Background: an optimization exercise with open tools, aiming at small area. Do not read the settings as production practice.
The RTL was checked by simulation tests, not by an equivalence proof against the original design.
Power figures rest on the tool's default switching activity, not on a simulated workload.

## flow/design.v (module list and top-level ports; edited modules follow where they fit)
// module h_lcd: 2206 lines
module h_lcd(state, eval, success, clk_in, rst, rs, e, data);
  // ...
==> flow/flow/run.sh <==
#!/bin/bash
# Layout flow: the standard ORFS flow (standard.sh) with these changes,
# all aimed at cell area:
#  - synthesis maps the logic with an area-only ABC script
#    (flow/abc_area.script: strash; dch -f; map -a) in place of ORFS's
#    abc_area.script, which maps for delay and then buffers and upsizes;
#    Yosys's own early ABC run and the half/full-adder extraction are skipped
#    (SYNTH_ARGS=-noabc, ADDER_MAP_FILE empty), so ABC sees the design's
#    logic as written;
#  - the port buffers are sky130_fd_sc_hd__buf_1.
# Every script is ORFS's own, copied unchanged apart from abc_area.script.
# All tool output goes to make.log and to ORFS's logs under orfs/logs.
set -euo pipefail
W=$(pwd)
rm -rf "$W/scripts"
cp -r "$FLOW_HOME/scripts" "$W/scripts"
cp "$W/flow/abc_area.script" "$W/scripts/abc_area.script"
bash "$W/standard.sh" SCRIPTS_DIR="$W/scripts" SYNTH_ARGS=-noabc ADDER_MAP_FILE= \
  BUFFER_PORTS_ARGS="-buffer_cell sky130_fd_sc_hd__buf_1" finish > "$W/make.log" 2>&1
==> flow/flow/abc_area.script <==
strash
dch -f
map -a
topo
==> flow/standard.sh <==
#!/bin/bash
# synth_recipe.tcl (not shown) runs the flow's synth.tcl, then flattens the netlist and writes it again
# the make line also repeats each setting of config.mk as NAME=value (left out here)
make -C /OpenROAD-flow-scripts/flow DESIGN_CONFIG=/design/flow/config.mk WORK_HOME=/design/flow/orfs CLKGATE_MAP_FILE= SYNTH_SCRIPT=/design/flow/synth_recipe.tcl "${@:-finish}"
==> flow/config.mk <==
export PLATFORM = sky130hd
export DESIGN_NAME = h_lcd
export DESIGN_NICKNAME = h_lcd
export VERILOG_FILES = /design/flow/design.v
export SDC_FILE = /design/flow/constraint.sdc
export NUM_CORES = 4
export LEC_CHECK = 0
export ABC_AREA = 1
export CAP_MARGIN = 20
export CORE_MARGIN = 2
export CORE_UTILIZATION = 40
export CTS_BUF_LIST = sky130_fd_sc_hd__clkbuf_4
export CTS_CLUSTER_DIAMETER = 200
export CTS_CLUSTER_SIZE = 30
export GPL_TIMING_DRIVEN = 0
export SETUP_SLACK_MARGIN = 0.2
export SLEW_MARGIN = 20
==> flow/constraint.sdc <==
create_clock -name core_clock -period 5.0 [get_ports {clk_in}]
set_input_delay 1.0000 -clock core_clock [delete_from_list [all_inputs] [get_ports {clk_in}]]
set_output_delay 1.0000 -clock core_clock [all_outputs]
set_load 0.01 [all_outputs]
==> results.toml, run 1 <==
[run_status]
status = "finished clean"

[finish]
nMultiInputCombCells = 360
fin_cells = 547

[clock_network]
cts_root_buffer = "clkbuf_4"
clock_latency_ns = 0.30

[synth]
netlist_area_um2 = 2427
async_flop_share_pct = 0
synth_edf_count = 4
yosys.area_share.simple_pct = 38.61
synthFlopType = "dfxtp_1"
syn_inst = 448

[worst_setup_path]
worst-path-stages = 11
worst_r2r_endpoint = "c$_DFF_P_"
critPathCaptureType = "output pin"
setup.worst_path.end = "data[1]"

[pwr]
switching_share_pct = 51.32
clk-power_mw = 0.0739
internal-power_mw = 0.2385
comb_cell_power_mw = 0.254

[routing]
wl_met1_um = 4556
dr.first_iter.drc_count = 670

[placement]
dpl-instance-area_um2 = 2581
place_congestion = 1.115

[grt]
grtUsageTotal_pct = 40.14
antenna_found_initial = 0
top_usage_layer = "met2"

[floorplanning]
dieArea_um2 = 6708
die_y_um = 81.90

[sta]
setup_tns_ns = 0

[min_path]
min_to = "k[0]$_DFF_P_"
hold_path.class = "flip-flop to flip-flop"
==> inputs of run 2 (changes only) <==
--- a/flow/config.mk
+++ b/flow/config.mk
@@ -12,6 +12,5 @@
 export CTS_BUF_LIST = sky130_fd_sc_hd__clkbuf_4
 export CTS_CLUSTER_DIAMETER = 200
 export CTS_CLUSTER_SIZE = 30
-export GPL_TIMING_DRIVEN = 0
-export SETUP_SLACK_MARGIN = 0.2
+export SETUP_SLACK_MARGIN = 0.3
 export SLEW_MARGIN = 20
==> run 2 against run 1 <==
  * Highest routed layer unchanged
  * Core utilization grew 1.4 points
  * Wire length grew 0.78%
  * Maximum frequency grew 3.2%
  * Critical path depth grew 2
  * Sequential cell count is the same
  * Power grew 4.7%
  * Non-clock buffer count grew 19
  * Still clean
  * Critical path type unchanged
==> results.toml, run 2 <==
[synth]
yosysSeqAreaShare_pct = 14.02
ys_warn_count = 1
synth_nets = 455
yosys.area.top_type_share_pct = 19.48
synthFlopType = "dfxtp_1"
synth_edf_count = 4
netlist_area_um2 = 2427
synth_top_area_cell = "nor2_1"
yosysMostFrequentCell = "nor2_1"
synth_cell_types = 34
yosys-top-cells-count = "nor2_1 (126), clkinv_1 (73), nand2_1 (44)"
syn_inst = 448
async_flop_share_pct = 0
avgSynthCellArea_um2 = 5.418
ys_ff_latch = 15
ys_top_cells_by_area = "nor2_1 (19%), clkinv_1 (11%), dfxtp_1 (9.1%)"

[clock_network]
clock_latency_ns = 0.30
postCtsSetupBuffers = 0
h-tree-depth = 1
numCtsBuffers = 3
clk_pin_slew_worst_paths_ns = 0.11
cts_root_buffer = "clkbuf_4"
clk_path_buf_depth = 2
cts_num_sinks = 15
cts_tree = "done"

[finish]
multi_input_area_um2 = 1818
final_cell_mix = "nor2_1 (124), clkinv_1 (70), nand2_1 (44), a21oi_1 (38), o21ai_0 (33)"
regArea_um2 = 342.8
fin_nets = 499
syn_to_final_growth_pct = 15.00
reg_top3 = "k x4, m x4, p x4"
nFillCells = 671
drive_above_1_share_pct = 7.943
mostFrequentLayoutCell = "nor2_1"
antenna_cells = 0

[worst_setup_path]
worst_r2r_endpoint = "c$_DFF_P_"
r2r_start = "p[1]$_DFF_P_"
ff2ff_path_depth = 10
worstSetupStartpointType = "flip-flop"
ff2ff_setup_slack_ns = 2.20
required_ns = 4.00
critPathKind = "flip-flop to output pin"
critPathCaptureType = "output pin"
crit_path_max_fanout = 11
crit_arrival_ns = 3.52

[pwr]
ir_worst_vdd_v = 0.0001508
pwr_density_cell_nw_per_um2 = 183.7
p_leak_nw = 0.9497
p_total_mw = 0.5127

[sta]
rsz0062_at_grt = "false"
setup_viol = 0
final-max-slew-violation-count = 0
hold_viol = 0
slew_headroom_pct = 49.73
skew_ns = 0.008802
timing.fmax_mhz = 221.4
period_needed_ns = 4.516
period_share_pct = 90.32
worst_slew_pin_slew_ns = 0.7351
setup_tns_ns = 0

[floorplanning]
die_x_um = 81.90
core_um2 = 5886
die_y_um = 81.90
initial_core_util_pct = 41.24
dieArea_um2 = 6708
rows = 28
ios = 17

[job]
maxCapViolations = 0

[routing]
wl_met1_um = 4526
drt_first_pass_iters = 9
route.detailed.drc = 0
dr.first_iter.drc_count = 991
wl_met2_um = 5324
wl_um = 13120
via_per_inst = 7.018
top_layer = "met4"
vias = 3972
final_antenna_net_count = 0
avgRoutedWirePerCell_um = 23.17
wl_met3_um = 2244

[run_status]
status = "finished clean"

[grt]
overflow = 0
grt_pass1_wl_um = 20400
grt_start_max_net_pins = 20
grt_pass1_vias = 3694
grtUsageTotal_pct = 41.14
antenna_found_initial = 0

[min_path]
min_to = "k[0]$_DFF_P_"
worstHoldPathCells = 1
hold_path.class = "flip-flop to flip-flop"
hp-start = "k[0]$_DFF_P_"

[placement]
dp_hpwl_um = 10020
place_congestion = 1.124
port_buffers = 16
[run 2: cell types whose count changed in the layout (fill, tap and decap cells not counted), moves of 2 or more]
cell | before | now
buf_4 | 4 | 23
nor2_1 | 118 | 124
clkinv_1 | 65 | 70
clkinvlp_4 | 3 | 0
dfxtp_1 | 6 | 9
nor2_2 | 5 | 2
nor2_4 | 3 | 0
dfxtp_4 | 2 | 0
[run 2: cells by family after synthesis]
family | after synthesis | share of synthesized area [%]
and+or+nand+nor | 224 | 38.61
xor gates and xnor gates | 2 | 0.7218
DFF | 15 | 14.02
AOI/OAI and AO/OA | 133 | 34.90
buffers and inverters | 73 | 11.29
muxes | 1 | 0.4639
[run 2: how the worst max path moves through the flow]
stage                       from  endpoint  slack, ns  depth (start not counted)
global route        line$_DFF_P_   data[4]       0.32                         13
floorplan           line$_DFF_P_   data[4]       0.92                         12
finish              p[1]$_DFF_P_   data[2]       0.48                         13
CTS                 p[2]$_DFF_P_   data[4]       0.36                         13
detailed placement  p[2]$_DFF_P_   data[4]       0.53                         13
global placement    p[2]$_DFF_P_   data[4]       0.45                         13
[run 2: metal layers]
metal / track usage, % / up-vias
met5: 0 / -
met1: 51.22 / 1716
met2: 61.22 / 441
met4: 22.50 / 0
li1: - / 1696
met3: 14.95 / 119
[run 2: repair_timing]
item	4_1_cts	5_1_grt
hold endpoints to repair	0	0
endpoints found under the setup margin	3	5
gates cloned	0	0
hold buffers	0	0
resized for setup	1	6
[run 2: worst max-delay path, cell delays in order (launching register included)]
cell	delay [ns]
dfxtp_1	0.48
buf_4	0.27
nor2_1	0.15
clkinv_1	0.25
nor2_1	0.23
clkinv_1	0.11
nor2_1	0.44
clkinv_1	0.20
nand4_1	0.11
o31ai_1	0.09
a32oi_1	0.44
o221ai_1	0.16
nand3_1	0.11
buf_1	0.15
[run 2: area by class of cell]
class                   instances  area share, %
inverters                      73          9.861
well taps                      75          3.362
clock inverters                 1         0.2241
repair buffers                 39          8.337
flip-flops and latches         15          12.28
clock buffers                   3         0.8068
multi-input cells             360          65.13
[run 2: through the flow]
stage	setup slack [ns]	utilization (%)	cell area [µm²]	instances	hold slack, ns
after floorplan	0.9211	-	2427	448	0.4573
after global placement	0.4528	46.79	2754	562	0.4787
after detailed placement	0.5292	46.79	2754	562	0.4828
after CTS	0.3623	47.30	2784	566	0.5035
after global routing	0.3163	47.43	2791	566	0.5489
final	0.4842	47.43	2791	566	0.5035
[run 2: power by group]
| part | internal (mW) | switching [mW] |
|---|---|---|
| Sequential | 0.135 | 0.0191 |
| Combinational | 0.0836 | 0.197 |
| Clock | 0.0310 | 0.0468 |
| Total | 0.250 | 0.263 |
==> inputs of run 3 (changes only) <==
--- a/flow/config.mk
+++ b/flow/config.mk
@@ -12,5 +12,6 @@
 export CTS_BUF_LIST = sky130_fd_sc_hd__clkbuf_4
 export CTS_CLUSTER_DIAMETER = 200
 export CTS_CLUSTER_SIZE = 30
+export GPL_TIMING_DRIVEN = 0
 export SETUP_SLACK_MARGIN = 0.3
 export SLEW_MARGIN = 20
==> run 3 against run 2 <==
  * Register-to-register slack worse by 0.13 ns
  * Critical path depth down 2
  * Still clean
  * Clock-buffer cell count unchanged
  * Largest cell class unchanged
  * Wire length fell by 0.78%
  * Synthesized cell count unchanged
  * Core utilization decreased by 1.4 points
  * Hold slack lost 0.0085 ns
==> results.toml, run 3 <==
[floorplanning]
die_x_um = 81.90
ios = 17
dieArea_um2 = 6708
die_y_um = 81.90
rows = 28
initial_core_util_pct = 41.24
core_um2 = 5886

[pwr]
p_total_mw = 0.4975
pwr_density_cell_nw_per_um2 = 183.5
p_sw_mw = 0.2546
internal-power_mw = 0.2429
ir_worst_vdd_v = 0.0001792
switching_share_pct = 51.18
sequentialPowerShare_pct = 32.3
combPwrFrac_pct = 53.1
p_leak_nw = 0.8602
clkPwrFrac_pct = 14.7

[run_status]
status = "finished clean"

[synth]
synth_top_area_cell = "nor2_1"
yosysSeqAreaShare_pct = 14.02
synth_edf_count = 4
syn_inst = 448
yosys-top-cells-count = "nor2_1 (126), clkinv_1 (73), nand2_1 (44)"
yosysMostFrequentCell = "nor2_1"
synth_nets = 455
netlist_area_um2 = 2427
ys_top_cells_by_area = "nor2_1 (19%), clkinv_1 (11%), dfxtp_1 (9.1%)"
avgSynthCellArea_um2 = 5.418
async_flop_share_pct = 0
synth_cell_types = 34
synthFlopType = "dfxtp_1"
ys_ff_latch = 15
ys_warn_count = 1
yosys.area.top_type_share_pct = 19.48

[worst_setup_path]
critPathCaptureType = "output pin"
ff2ff_path_depth = 10
crit_arrival_ns = 3.64
ff2ff_setup_slack_ns = 2.07
critPathKind = "flip-flop to output pin"
crit_path_start = "p[2]$_DFF_P_"
crit_path_max_fanout = 11
worst_r2r_endpoint = "c$_DFF_P_"
required_ns = 4.00
worstSetupStartpointType = "flip-flop"
r2r_start = "p[2]$_DFF_P_"
setup.worst_path.end = "data[1]"

[sta]
slew_headroom_pct = 33.39
holdWs_ns = 0.4950
timing.fmax_mhz = 215.3
hold_viol = 0
period_needed_ns = 4.644
rsz0062_at_grt = "true"
setup_tns_ns = 0
period_share_pct = 92.89
skew_ns = 0.01091
worst_slew_pin_slew_ns = 0.9900
setup_viol = 0
final-max-slew-violation-count = 0

[clock_network]
clk_pin_slew_worst_paths_ns = 0.10
hold_buffers = 0
numCtsBuffers = 3
clk_path_buf_depth = 2
cts_tree = "done"
clock_latency_ns = 0.29
h-tree-depth = 1
cts_root_buffer = "clkbuf_4"
cts_num_sinks = 15

[finish]
mostFrequentLayoutCell = "nor2_1"
final_cell_area_um2 = 2711
nFillCells = 658
syn_to_final_growth_pct = 11.70
antenna_cells = 0
final_cell_mix = "nor2_1 (118), clkinv_1 (64), nand2_1 (44), a21oi_1 (38), o21ai_0 (32)"
reg_top3 = "k x4, m x4, p x4"
drive_above_1_share_pct = 7.431
post-route-util_pct = 46.07
fin_nets = 479

[routing]
via_per_inst = 7.136
final_antenna_net_count = 0
drt_first_pass_iters = 7
route.detailed.drc = 0
avgRoutedWirePerCell_um = 23.84
vias = 3896
dr.first_iter.drc_count = 682
wl_um = 13020

[grt]
grt_pass1_vias = 3535
grtUsageTotal_pct = 40.22
grt_start_max_net_pins = 21
grt_pass1_wl_um = 19970
antenna_found_initial = 0
overflow = 0

[placement]
port_buffers = 16
dp_hpwl_um = 9747
place_congestion = 1.115
dpl-instance-area_um2 = 2581

[min_path]
hold_path.class = "flip-flop to flip-flop"
hp-start = "k[0]$_DFF_P_"

[job]
maxCapViolations = 0
## run 3: cell count changes in the layout (fill, tap and decap cells not counted), sizes merged
cell / previous run / this run
buf: 39 / 19
clkinv: 71 / 68
clkinvlp: 0 / 3
## run 3: final cells by class
cell class,instances,area [µm²],share of cell area (%)
timing repair buffer,19,82.58,3.046
multi-input combinational,360,1856,68.44
clock inverter,1,6.256,0.2307
sequential,15,351.6,12.97
inverter,73,299.0,11.03
clock buffer,3,22.52,0.8306
tap,75,93.84,3.461
## run 3: stage by stage
stage	instances	setup WS, ns
final	546	0.3557
after global routing	546	0.2946
after CTS	543	0.3314
after detailed placement	539	-0.6424
after global placement	539	-0.7958
after floorplan	448	0.9211
## run 3: logic make-up (layout without fill, tap and decap cells)
group	after synthesis	in the layout	synth area share [%]
AO/OA/AOI/OAI	133	133	34.90
XOR/XNOR	2	2	0.7218
buffers and inverters	73	96	11.29
flip-flops	15	15	14.02
multiplexers	1	1	0.4639
AND/OR/NAND/NOR	224	224	38.61
## run 3: power groups by stage
stage          registers, mW  logic [mW]  clock network, mW
2_1_floorplan          0.153       0.162                  0
3_3_place_gp           0.162       0.238                  0
3_5_place_dp           0.162       0.232                  0
4_1_cts                0.159       0.235             0.0771
5_1_grt                0.161       0.279             0.0811
6_report               0.160       0.264             0.0730
## run 3: how the worst min path moves through the flow
stage                    to  slack [ns]  depth (start not counted)
2_1_floorplan  k[0]$_DFF_P_        0.46                          1
3_3_place_gp   k[0]$_DFF_P_        0.48                          1
3_5_place_dp   k[0]$_DFF_P_        0.48                          1
4_1_cts        k[0]$_DFF_P_        0.50                          1
5_1_grt        k[0]$_DFF_P_        0.55                          1
6_report       k[0]$_DFF_P_        0.50                          1
## run 3: critical path, stage by stage (launching register included)
cell and delay, ns:
dfxtp_2 0.52, clkinv_2 0.30, nor2_1 0.71, clkinv_1 0.38, nor2_1 0.44, a211oi_1 0.11, a21oi_1 0.17, o22ai_1 0.08
nand2_1 0.07, o22ai_1 0.15, a22o_2 0.28, buf_1 0.13
## run 3: routing by layer
metal / global-route usage (%) / up-vias / part of all wire, %
met5: 0 / - / 0
met4: 25.17 / 0 / 8.5
met3: 8.242 / 99 / 16
met2: 61.95 / 420 / 41
met1: 50.96 / 1730 / 35
li1: - / 1647 / -
## run 3: timing repair
action                                  4_1_cts  5_1_grt
buffers inserted                              0        3
gates resized for setup                      16       17
endpoints found under the setup margin        7        5
==> inputs of run 4 (changes only) <==
--- a/flow/config.mk
+++ b/flow/config.mk
@@ -6,7 +6,7 @@
 export NUM_CORES = 4
 export LEC_CHECK = 0
 export ABC_AREA = 1
-export CAP_MARGIN = 20
+export CAP_MARGIN = 0
 export CORE_MARGIN = 2
 export CORE_UTILIZATION = 40
 export CTS_BUF_LIST = sky130_fd_sc_hd__clkbuf_4
@@ -14,4 +14,4 @@
 export CTS_CLUSTER_SIZE = 30
 export GPL_TIMING_DRIVEN = 0
 export SETUP_SLACK_MARGIN = 0.3
-export SLEW_MARGIN = 20
+export SLEW_MARGIN = 0
==> run 4 against run 3 <==
  * Wire length unchanged
  * First-iteration DRC count stayed put
  * Via count unchanged
  * Clock power barely moved
  * Worst setup slack did not move
  * Cell area unchanged
  * Combinational power is essentially flat
  * Clock skew unchanged
  * Register-to-register slack hardly changed
  * Sequential cell count did not move
==> results.toml, run 4 <==
[run_status]
status = "finished clean"

[synth]
yosysMostFrequentCell = "nor2_1"
synth_adder_area_share_pct = 0
muxShareOfSynthArea_pct = 0.4639
yosys-top-cells-count = "nor2_1 (126), clkinv_1 (73), nand2_1 (44)"
avgSynthCellArea_um2 = 5.418
syn_inst = 448
synth_top_family_by_area = "simple AND/OR/NAND/NOR gates"
synthXorXnorAreaFrac_pct = 0.7216
yosys.area_share.simple_pct = 38.61
synth_cell_types = 34
synth_top_area_cell = "nor2_1"
synth-compound-area-share_pct = 34.90
synthFlopType = "dfxtp_1"
ys_top_cells_by_area = "nor2_1 (19%), clkinv_1 (11%), dfxtp_1 (9.1%)"
ys_ff_latch = 15
netlist_area_um2 = 2427
ys_warn_count = 1
yosys.area.top_type_share_pct = 19.48
yosysSeqAreaShare_pct = 14.02
synth_nets = 455
async_flop_share_pct = 0
synth_edf_count = 4

[pwr]
p_sw_mw = 0.2546
pwr_density_cell_nw_per_um2 = 183.5
internal-power_mw = 0.2429
ir_worst_vdd_v = 0.0001792
sequentialPowerShare_pct = 32.3
switching_share_pct = 51.18
clkPwrFrac_pct = 14.7
combPwrFrac_pct = 53.1
p_leak_nw = 0.8602

[routing]
wl_met1_um = 4542
avgRoutedWirePerCell_um = 23.84
wl_met3_um = 2018
wl_met2_um = 5351
wl_um = 13020
drt_first_pass_iters = 7
vias = 3896
top_layer = "met4"
dr.first_iter.drc_count = 682
final_antenna_net_count = 0
via_per_inst = 7.136
route.detailed.drc = 0

[sta]
skew_ns = 0.01091
hold_viol = 0
slew_headroom_pct = 33.39
period_share_pct = 92.89
rsz0062_at_grt = "true"
period_needed_ns = 4.644
final-max-slew-violation-count = 0
setup_viol = 0
timing.fmax_mhz = 215.3
worst_slew_pin_slew_ns = 0.9900
setup_ws_ns = 0.3557

[floorplanning]
die_y_um = 81.90
die_x_um = 81.90
ios = 17
initial_core_util_pct = 41.24
dieArea_um2 = 6708
rows = 28
core_um2 = 5886

[worst_setup_path]
required_ns = 4.00
max_stage_delay_ns = 0.71
worstPathBufferInverterCount = 3
crit_family = "simple AND/OR/NAND/NOR gates"
critPathKind = "flip-flop to output pin"
crit_slowest_cell = "nor2_1"
crit_chain = "clkinv_2, nor2_1, clkinv_1, nor2_1, a211oi_1, a21oi_1, o22ai_1, nand2_1, o22ai_1, a22o_2, buf_1"
critPathCaptureType = "output pin"
crit_arrival_ns = 3.64
worstSetupStartpointType = "flip-flop"
crit_path_max_fanout = 11

[placement]
place_congestion = 1.115
dp_hpwl_um = 9747
post-place-ws_ns = -0.6424
port_buffers = 16
dpl-instance-area_um2 = 2581

[finish]
syn_to_final_growth_pct = 11.70
final_cell_area_um2 = 2711
drive_above_1_share_pct = 7.431
post-route-util_pct = 46.07
reg_top3 = "k x4, m x4, p x4"
mostFrequentLayoutCell = "nor2_1"
fin_nets = 479
nFillCells = 658
antenna_cells = 0
final_cell_mix = "nor2_1 (118), clkinv_1 (64), nand2_1 (44), a21oi_1 (38), o21ai_0 (32)"

[grt]
grt_start_max_net_pins = 21
grtUsageTotal_pct = 40.22
antenna_found_initial = 0
grt_pass1_vias = 3535
grt_pass1_wl_um = 19970
overflow = 0

[job]
maxCapViolations = 0

[clock_network]
hold_buffers = 0
clock_latency_ns = 0.29
cts_root_buffer = "clkbuf_4"
cts_tree = "done"
cts_num_sinks = 15
clk_pin_slew_worst_paths_ns = 0.10
clk_path_buf_depth = 2
h-tree-depth = 1
numCtsBuffers = 3

[min_path]
hold_path.class = "flip-flop to flip-flop"
-- run 4: cell counts in the layout (fill, tap and decap cells not counted) --
Identical to the previous run, type by type.
-- run 4: kinds of logic (layout without fill, tap and decap cells) --
kind of cell / Yosys count / after routing
AO/OA/AOI/OAI: 133 / 133
XOR/XNOR: 2 / 2
buffers and inverters: 73 / 96
flip-flops: 15 / 15
multiplexers: 1 / 1
AND/OR/NAND/NOR: 224 / 224
-- run 4: final timing paths --
path | start | endpoint | slack [ns] | depth (start not counted)
min reg2reg | k[0]$_DFF_P_ | k[0]$_DFF_P_ | 0.50 | 1
max reg2reg | p[2]$_DFF_P_ | c$_DFF_P_ | 2.07 | 10
min | k[0]$_DFF_P_ | k[0]$_DFF_P_ | 0.50 | 1
max | p[2]$_DFF_P_ | data[1] | 0.36 | 11
-- run 4: stage by stage --
stage	total power, mW	setup TNS (ns)	hold WS, ns	std cells
after CTS	0.4708	0	0.4974	543
after global routing	0.5209	0	0.5526	546
final	0.4975	0	0.4950	546
after floorplan	0.3149	0	0.4573	448
after detailed placement	0.3941	-2.110	0.4778	539
after global placement	0.4005	-2.853	0.4843	539
-- run 4: power groups by stage --
stage / Clock (mW) / Sequential (mW) / Combinational, mW
floorplan: 0 / 0.153 / 0.162
CTS: 0.0771 / 0.159 / 0.235
detailed placement: 0 / 0.162 / 0.232
global placement: 0 / 0.162 / 0.238
finish: 0.0730 / 0.160 / 0.264
global route: 0.0811 / 0.161 / 0.279
-- run 4: area by class of cell --
cell class,count,area (µm²),area share (%)
sequential,15,351.6,12.97
multi-input combinational,360,1856,68.44
clock buffer,3,22.52,0.8306
inverter,73,299.0,11.03
clock inverter,1,6.256,0.2307
tap,75,93.84,3.461
timing repair buffer,19,82.58,3.046
-- run 4: timing repair --
action,CTS,global route
setup endpoints to repair,7,5
cloned,0,0
setup buffers,0,3
resized for setup,16,17
-- run 4: metal layers --
| metal | track usage [%] | vias to the layer above |
|---|---|---|
| li1 | - | 1647 |
| met1 | 50.96 | 1730 |
| met2 | 61.95 | 420 |
| met3 | 8.242 | 99 |
| met4 | 25.17 | 0 |
| met5 | 0 | - |
==> inputs of run 5 (changes only) <==
--- a/flow/config.mk
+++ b/flow/config.mk
@@ -6,12 +6,13 @@
 export NUM_CORES = 4
 export LEC_CHECK = 0
 export ABC_AREA = 1
-export CAP_MARGIN = 0
+export CAP_MARGIN = 20
 export CORE_MARGIN = 2
-export CORE_UTILIZATION = 40
+export CORE_UTILIZATION = 55
 export CTS_BUF_LIST = sky130_fd_sc_hd__clkbuf_4
 export CTS_CLUSTER_DIAMETER = 200
 export CTS_CLUSTER_SIZE = 30
 export GPL_TIMING_DRIVEN = 0
+export PLACE_DENSITY = 0.75
 export SETUP_SLACK_MARGIN = 0.3
-export SLEW_MARGIN = 0
+export SLEW_MARGIN = 20
==> run 5 against run 4 <==
  * Power is essentially flat
  * Sequential share of layout area grew 0.18 points
  * Via count grew 0.69%
  * Sequential power is essentially flat
  * Largest power group unchanged
  * Hold slack gained 0.0094 ns
  * Non-clock buffer count is the same
  * Cell area shrank 1.4%
  * Combinational power is essentially flat
  * Critical path type unchanged
==> results.toml, run 5 <==
[run_status]
status = "finished clean"

[grt]
grt_pass1_vias = 3666
grt_pass1_wl_um = 19050
antenna_found_initial = 0
grt_start_max_net_pins = 21
grtUsageTotal_pct = 49.51
overflow = 0

[clock_network]
numCtsBuffers = 3
hold_buffers = 0
cts_tree = "done"
h-tree-depth = 1
cts_num_sinks = 15
cts_root_buffer = "clkbuf_4"
clock_latency_ns = 0.28
clk_pin_slew_worst_paths_ns = 0.08
clk_path_buf_depth = 2

[placement]
dpl.cell_count = 516
dp_hpwl_um = 8686
place_congestion = 1.213
post-place-ws_ns = -0.5249
port_buffers = 16

[floorplanning]
rows = 24
die_y_um = 70.43
core_um2 = 4294
dieArea_um2 = 4960
die_x_um = 70.43
ios = 17
initial_core_util_pct = 56.53

[worst_setup_path]
worstSetupStartpointType = "flip-flop"
ff2ff_setup_slack_ns = 2.43
required_ns = 4.00
setup.worst_path.end = "data[4]"
critPathCaptureType = "output pin"
crit_path_max_fanout = 17
r2r_start = "p[2]$_DFF_P_"
critPathKind = "flip-flop to output pin"
crit_path_start = "p[0]$_DFF_P_"
ff2ff_path_depth = 10
worst_r2r_endpoint = "c$_DFF_P_"
crit_arrival_ns = 3.68

[synth]
synthFlopType = "dfxtp_1"
avgSynthCellArea_um2 = 5.418
ys_warn_count = 1
yosysSeqAreaShare_pct = 14.02
synthXorXnorAreaFrac_pct = 0.7216
synth_top_family_by_area = "simple AND/OR/NAND/NOR gates"
ys_top_cells_by_area = "nor2_1 (19%), clkinv_1 (11%), dfxtp_1 (9.1%)"
ys_ff_latch = 15
yosysMostFrequentCell = "nor2_1"
async_flop_share_pct = 0
synth_cell_types = 34
synth-compound-area-share_pct = 34.90
yosys.area_share.simple_pct = 38.61
yosys.area.top_type_share_pct = 19.48
netlist_area_um2 = 2427
syn_inst = 448
synth_adder_area_share_pct = 0
synth_nets = 455
muxShareOfSynthArea_pct = 0.4639
yosys-top-cells-count = "nor2_1 (126), clkinv_1 (73), nand2_1 (44)"
synth_edf_count = 4
synth_top_area_cell = "nor2_1"

[pwr]
pwr_density_cell_nw_per_um2 = 186.1
p_total_mw = 0.4977
ir_worst_vdd_v = 0.0002192
p_leak_nw = 0.8578

[finish]
nFillCells = 418
final_cell_mix = "nor2_1 (118), clkinv_1 (65), nand2_1 (44), a21oi_1 (38), o21ai_0 (32)"
mostFrequentLayoutCell = "nor2_1"
syn_to_final_growth_pct = 10.15
fin_cells = 523
reg_top3 = "k x4, m x4, p x4"
drive_above_1_share_pct = 7.006
fin_nets = 479
antenna_cells = 0

[sta]
timing.fmax_mhz = 213.5
slew_headroom_pct = 44.21
setup_ws_ns = 0.3161
period_needed_ns = 4.684
period_share_pct = 93.68
hold_viol = 0
worst_slew_pin_slew_ns = 0.8292
skew_ns = 0.001493
final-max-slew-violation-count = 0
setup_viol = 0
rsz0062_at_grt = "true"

[routing]
final_antenna_net_count = 0
route.detailed.drc = 0
dr.first_iter.drc_count = 1148
avgRoutedWirePerCell_um = 23.55
wl_um = 12320
drt_first_pass_iters = 9
via_per_inst = 7.501
vias = 3923

[job]
maxCapViolations = 0

[min_path]
hold_path.class = "flip-flop to flip-flop"
-- run 5: cell type report --
| type | count | area [µm²] | area share (%) |
|---|---|---|---|
| sequential | 15 | 351.6 | 13.15 |
| tap | 52 | 65.06 | 2.433 |
| timing repair buffer | 19 | 82.58 | 3.088 |
| inverter | 73 | 296.5 | 11.09 |
| clock buffer | 4 | 30.03 | 1.123 |
| multi-input combinational | 360 | 1848 | 69.12 |
-- run 5: worst max-delay path, cell delays in order, from the launching register on --
cell and delay, ns:
dfxtp_2 0.55, inv_4 0.19, nor2_2 0.23, clkinv_1 0.19, nor2_1 0.33, clkinv_1 0.23, nand3_1 0.16, o2111ai_1 0.27
nand2_1 0.15, a21oi_1 0.09, a211o_2 0.28, a221oi_1 0.36, o221ai_1 0.19, buf_1 0.16
-- run 5: report_power, final --
group          leakage, nW  total, mW  internal, mW  switching (mW)
Clock               0.0184     0.0733        0.0364          0.0369
Sequential           0.133      0.159         0.135          0.0243
Combinational        0.706      0.265        0.0763           0.189
-- run 5: repair_timing --
item | in CTS | in global routing
setup buffers | 0 | 3
cloned | 0 | 0
resized for setup | 12 | 17
pin swaps | 0 | 0
endpoints found under the setup margin | 6 | 5
-- run 5: worst min path at each step --
stage | slack, ns | end | cells after the start | startpoint
floorplan | 0.46 | k[0]$_DFF_P_ | 1 | k[0]$_DFF_P_
global placement | 0.48 | k[0]$_DFF_P_ | 1 | k[0]$_DFF_P_
detailed placement | 0.49 | k[0]$_DFF_P_ | 1 | k[0]$_DFF_P_
CTS | 0.51 | k[0]$_DFF_P_ | 1 | k[0]$_DFF_P_
global route | 0.54 | k[0]$_DFF_P_ | 1 | k[0]$_DFF_P_
finish | 0.50 | k[0]$_DFF_P_ | 1 | k[0]$_DFF_P_
-- run 5: metrics by stage --
stage / TNS, ns / hold slack [ns] / util [%] / cell area (µm²)
4_1_cts: 0 / 0.5089 / 60.64 / 2604
3_5_place_dp: -1.678 / 0.4923 / 59.44 / 2552
3_3_place_gp: -1.970 / 0.4820 / 59.44 / 2552
5_1_grt: 0 / 0.5390 / 62.27 / 2674
2_1_floorplan: 0 / 0.4573 / - / 2427
6_report: 0 / 0.5044 / 62.27 / 2674
-- run 5: cell families (layout without fill, tap and decap cells) --
kind of cell	Yosys count	in the layout
flip-flops	15	15
AO/OA/AOI/OAI	133	133
buffers and inverters	73	96
multiplexers	1	1
AND/OR/NAND/NOR	224	224
XOR/XNOR	2	2
-- run 5: layer usage --
metal | track usage, % | vias up | wire, µm
li1 | - | 1649 | -
met1 | 58.01 | 1639 | 3912
met2 | 74.32 | 462 | 4877
met3 | 18.61 | 173 | 2141
met4 | 33.55 | 0 | 1383
met5 | 0 | - | 0
==> inputs of run 6 (changes only) <==
--- a/flow/flow/run.sh
+++ b/flow/flow/run.sh
@@ -7,13 +7,19 @@
 #    Yosys's own early ABC run and the half/full-adder extraction are skipped
 #    (SYNTH_ARGS=-noabc, ADDER_MAP_FILE empty), so ABC sees the design's
 #    logic as written;
-#  - the port buffers are sky130_fd_sc_hd__buf_1.
+#  - the port buffers are sky130_fd_sc_hd__buf_1;
+#  - the larger flip-flop sizes (dfxtp_2, dfxtp_4) are added to the
+#    platform's don't-use list, so that timing repair buffers the loads of a
+#    flip-flop instead of upsizing it.
 # Every script is ORFS's own, copied unchanged apart from abc_area.script.
 # All tool output goes to make.log and to ORFS's logs under orfs/logs.
 set -euo pipefail
 W=$(pwd)
+# the platform's don't-use cells (platforms/sky130hd/config.mk) and two more
+DONT_USE="sky130_fd_sc_hd__probe_p_8 sky130_fd_sc_hd__probec_p_8 sky130_fd_sc_hd__lpflow_bleeder_1 sky130_fd_sc_hd__lpflow_clkbufkapwr_1 sky130_fd_sc_hd__lpflow_clkbufkapwr_16 sky130_fd_sc_hd__lpflow_clkbufkapwr_2 sky130_fd_sc_hd__lpflow_clkbufkapwr_4 sky130_fd_sc_hd__lpflow_clkbufkapwr_8 sky130_fd_sc_hd__lpflow_clkinvkapwr_1 sky130_fd_sc_hd__lpflow_clkinvkapwr_16 sky130_fd_sc_hd__lpflow_clkinvkapwr_2 sky130_fd_sc_hd__lpflow_clkinvkapwr_4 sky130_fd_sc_hd__lpflow_clkinvkapwr_8 sky130_fd_sc_hd__lpflow_decapkapwr_12 sky130_fd_sc_hd__lpflow_decapkapwr_3 sky130_fd_sc_hd__lpflow_decapkapwr_4 sky130_fd_sc_hd__lpflow_decapkapwr_6 sky130_fd_sc_hd__lpflow_decapkapwr_8 sky130_fd_sc_hd__lpflow_inputiso0n_1 sky130_fd_sc_hd__lpflow_inputiso0p_1 sky130_fd_sc_hd__lpflow_inputiso1n_1 sky130_fd_sc_hd__lpflow_inputiso1p_1 sky130_fd_sc_hd__lpflow_inputisolatch_1 sky130_fd_sc_hd__lpflow_isobufsrc_1 sky130_fd_sc_hd__lpflow_isobufsrc_16 sky130_fd_sc_hd__lpflow_isobufsrc_2 sky130_fd_sc_hd__lpflow_isobufsrc_4 sky130_fd_sc_hd__lpflow_isobufsrc_8 sky130_fd_sc_hd__lpflow_isobufsrckapwr_16 sky130_fd_sc_hd__lpflow_lsbuf_lh_hl_isowell_tap_1 sky130_fd_sc_hd__lpflow_lsbuf_lh_hl_isowell_tap_2 sky130_fd_sc_hd__lpflow_lsbuf_lh_hl_isowell_tap_4 sky130_fd_sc_hd__lpflow_lsbuf_lh_isowell_4 sky130_fd_sc_hd__lpflow_lsbuf_lh_isowell_tap_1 sky130_fd_sc_hd__lpflow_lsbuf_lh_isowell_tap_2 sky130_fd_sc_hd__lpflow_lsbuf_lh_isowell_tap_4 sky130_fd_sc_hd__dfxtp_2 sky130_fd_sc_hd__dfxtp_4"
 rm -rf "$W/scripts"
 cp -r "$FLOW_HOME/scripts" "$W/scripts"
 cp "$W/flow/abc_area.script" "$W/scripts/abc_area.script"
 bash "$W/standard.sh" SCRIPTS_DIR="$W/scripts" SYNTH_ARGS=-noabc ADDER_MAP_FILE= \
-  BUFFER_PORTS_ARGS="-buffer_cell sky130_fd_sc_hd__buf_1" finish > "$W/make.log" 2>&1
+  BUFFER_PORTS_ARGS="-buffer_cell sky130_fd_sc_hd__buf_1" \
+  DONT_USE_CELLS="$DONT_USE" finish > "$W/make.log" 2>&1
--- a/flow/config.mk
+++ b/flow/config.mk
@@ -8,11 +8,10 @@
 export ABC_AREA = 1
 export CAP_MARGIN = 20
 export CORE_MARGIN = 2
-export CORE_UTILIZATION = 55
+export CORE_UTILIZATION = 40
 export CTS_BUF_LIST = sky130_fd_sc_hd__clkbuf_4
 export CTS_CLUSTER_DIAMETER = 200
 export CTS_CLUSTER_SIZE = 30
 export GPL_TIMING_DRIVEN = 0
-export PLACE_DENSITY = 0.75
 export SETUP_SLACK_MARGIN = 0.3
 export SLEW_MARGIN = 20
==> run 6 against run 5 <==
  * Core utilization fell by 15 points
  * Sequential share of layout area fell by 0.80 points
  * Critical path depth rose by 1
  * Synthesized area did not move
  * Sequential cell count did not move
  * Clock skew rose by 0.011 ns
  * Critical endpoint unchanged
  * Cell area rose by 3.0%
  * Non-clock buffer count rose by 10
  * Largest cell class unchanged
  * Power fell by 0.28%
  * Largest power group unchanged
  * Global-route usage fell by 8.8 points
==> results.toml, run 6 <==
[run_status]
status = "finished clean"

[pwr]
p_leak_nw = 0.9098
pwr_density_cell_nw_per_um2 = 180.1
p_total_mw = 0.4963
ir_worst_vdd_v = 0.0001831

[synth]
synth_top_area_cell = "nor2_1"
ys_top_cells_by_area = "nor2_1 (19%), clkinv_1 (11%), dfxtp_1 (9.1%)"
yosys.area_share.simple_pct = 38.61
synth_edf_count = 4
muxShareOfSynthArea_pct = 0.4639
netlist_area_um2 = 2427
synth_adder_area_share_pct = 0
yosys.area.top_type_share_pct = 19.48
yosysSeqAreaShare_pct = 14.02
ys_warn_count = 1
synth-compound-area-share_pct = 34.90
syn_inst = 448
yosysMostFrequentCell = "nor2_1"
ys_ff_latch = 15
avgSynthCellArea_um2 = 5.418
synth_cell_types = 34
async_flop_share_pct = 0
synth_nets = 455
synthXorXnorAreaFrac_pct = 0.7216
synthFlopType = "dfxtp_1"
yosys-top-cells-count = "nor2_1 (126), clkinv_1 (73), nand2_1 (44)"
synth_top_family_by_area = "simple AND/OR/NAND/NOR gates"

[finish]
antenna_cells = 0
regArea_um2 = 340.3
drive_above_1_share_pct = 7.692
mostFrequentLayoutCell = "nor2_1"
reg_top3 = "k x4, m x4, p x4"
nFillCells = 658
final_cell_mix = "nor2_1 (119), clkinv_1 (66), nand2_1 (44), a21oi_1 (38), o21ai_0 (32)"
syn_to_final_growth_pct = 13.51
multi_input_area_um2 = 1848
fin_nets = 489

[worst_setup_path]
crit_chain = "buf_4, nor2_2, clkinv_1, nor2_1, a32oi_1, nand2_1, nor2_1, clkinv_1, nand2_1, a21oi_1, a211o_2, a221oi_1, o221ai_1, buf_1"
critPathCaptureType = "output pin"
crit_arrival_ns = 3.64
r2r_start = "p[2]$_DFF_P_"
crit_path_max_fanout = 10
max_stage_delay_ns = 0.51
critPathKind = "flip-flop to output pin"
crit_slowest_cell = "nor2_1"
worstSetupStartpointType = "flip-flop"
required_ns = 4.00
crit_path_start = "line$_DFF_P_"

[floorplanning]
core_um2 = 5886
dieArea_um2 = 6708
initial_core_util_pct = 41.24
rows = 28
die_y_um = 81.90
ios = 17
die_x_um = 81.90

[routing]
drt_first_pass_iters = 7
route.detailed.drc = 0
via_per_inst = 7.201
vias = 4004
final_antenna_net_count = 0
dr.first_iter.drc_count = 739
wl_um = 13230
avgRoutedWirePerCell_um = 23.80

[min_path]
hold_path.class = "flip-flop to flip-flop"
hp-start = "k[0]$_DFF_P_"

[clock_network]
h-tree-depth = 1
cts_num_sinks = 15
cts_tree = "done"
clk_pin_slew_worst_paths_ns = 0.10
clk_path_buf_depth = 2
clock_latency_ns = 0.30
cts_root_buffer = "clkbuf_4"
hold_buffers = 0
numCtsBuffers = 3

[sta]
period_share_pct = 92.83
setup_ws_ns = 0.3587
hold_viol = 0
skew_ns = 0.01258
final-max-slew-violation-count = 0
setup_viol = 0
slew_headroom_pct = 29.69
worst_slew_pin_slew_ns = 1.045
holdWs_ns = 0.4933
rsz0062_at_grt = "false"
timing.fmax_mhz = 215.5
period_needed_ns = 4.641

[grt]
met1_usage_pct = 50.99
grt_start_max_net_pins = 20
overflow = 0
grt_pass1_vias = 3561
use_met3_pct = 9.121
grt_pass1_wl_um = 20070
grtUsageTotal_pct = 40.71
top_usage_layer = "met2"
grtUsageMet2_pct = 62.20
antenna_found_initial = 0

[placement]
port_buffers = 16
post-place-ws_ns = -0.6424
dp_hpwl_um = 9747
place_congestion = 1.115

[job]
maxCapViolations = 0
-- run 6: cell counts after synthesis --
Identical to the previous run, type by type.
-- run 6: cells by family (layout without fill, tap and decap cells) --
| logic type | Yosys count | after routing |
|---|---|---|
| compound gates | 133 | 133 |
| xor+xnor | 2 | 2 |
| buf+inv | 73 | 106 |
| flops | 15 | 15 |
| mux | 1 | 1 |
| simple gates | 224 | 224 |
-- run 6: where the power goes --
part	switching (mW)	internal (mW)	leakage, nW
logic	0.193	0.0779	0.760
registers	0.0167	0.135	0.132
clock network	0.0426	0.0309	0.0183
-- run 6: critical path, delay by kind of cell (launching register included) --
kind	cells	cell delay (ns)
buffers and inverters	4	0.97
AO/OA/AOI/OAI	5	0.79
flip-flops	1	0.37
AND/OR/NAND/NOR	5	1.19
-- run 6: what timing repair did --
| action | 4_1_cts | 5_1_grt |
|---|---|---|
| gates resized for setup | 10 | 10 |
| setup endpoints to repair | 7 | 5 |
| buffers inserted | 5 | 8 |
-- run 6: final timing paths --
kind                                     end  slack [ns]  cells past startpoint
worst max-delay path                 data[4]        0.36                     14
worst min-delay path            k[0]$_DFF_P_        0.49                      1
worst min register to register  k[0]$_DFF_P_        0.49                      1
worst max register to register     c$_DFF_P_        2.18                     10
-- run 6: cell type report --
cell class | instances | area share [%]
clock buffers | 3 | 0.8174
clock inverters | 1 | 0.2271
inverters | 73 | 10.40
multi-input cells | 360 | 67.08
flip-flops and latches | 15 | 12.35
well taps | 75 | 3.406
repair buffers | 29 | 5.722
-- run 6: metal layers --
layer / part of all wire [%] / up-vias / wire length, µm
li1: - / 1670 / -
met1: 35 / 1741 / 4589
met2: 40 / 448 / 5281
met3: 15 / 145 / 1981
met4: 10 / 0 / 1378
met5: 0 / - / 0
-- run 6: metrics by stage --
step	instance area, µm²	instances	util (%)	TNS [ns]
after floorplan	2427	448	-	0
after global placement	2581	539	43.86	-2.853
after detailed placement	2581	539	43.86	-2.110
after CTS	2665	548	45.28	0
after global routing	2755	556	46.81	0
final	2755	556	46.81	0

==> afterwards: timing with drivers on the ports <==
No port has a modelled driver above. Below, the same layouts with a new extraction and two added sets of constraints.
Step 1 assumes that a clkbuf_16 drives the clock port and a buf_2 every other input.
Step 2 moves the port delays by t, midway between the first and last clock arrival at a register: inputs arrive t later, outputs are due t later. That takes back most of the time a late clock gives input paths.
Three values: ideal, step 1, step 2; two values: the first two.
| run | t (ns) | slack for setup (ns) | latest minus earliest clock arrival (ns) |
|---|---|---|---|
| run 1 | 0.310 | 0.340 / 0.320 / 0.630 | 0.014 / 0.015 |
| run 2 | 0.315 | 0.484 / 0.466 / 0.781 | 0.009 / 0.009 |
| run 3 | 0.307 | 0.356 / 0.336 / 0.644 | 0.011 / 0.011 |
| run 4 | 0.307 | 0.356 / 0.336 / 0.644 | 0.011 / 0.011 |
| run 5 | 0.300 | 0.316 / 0.296 / 0.596 | 0.001 / 0.001 |
| run 6 | 0.308 | 0.359 / 0.339 / 0.648 | 0.012 / 0.013 |
After both steps setup and hold are still met in every run listed.
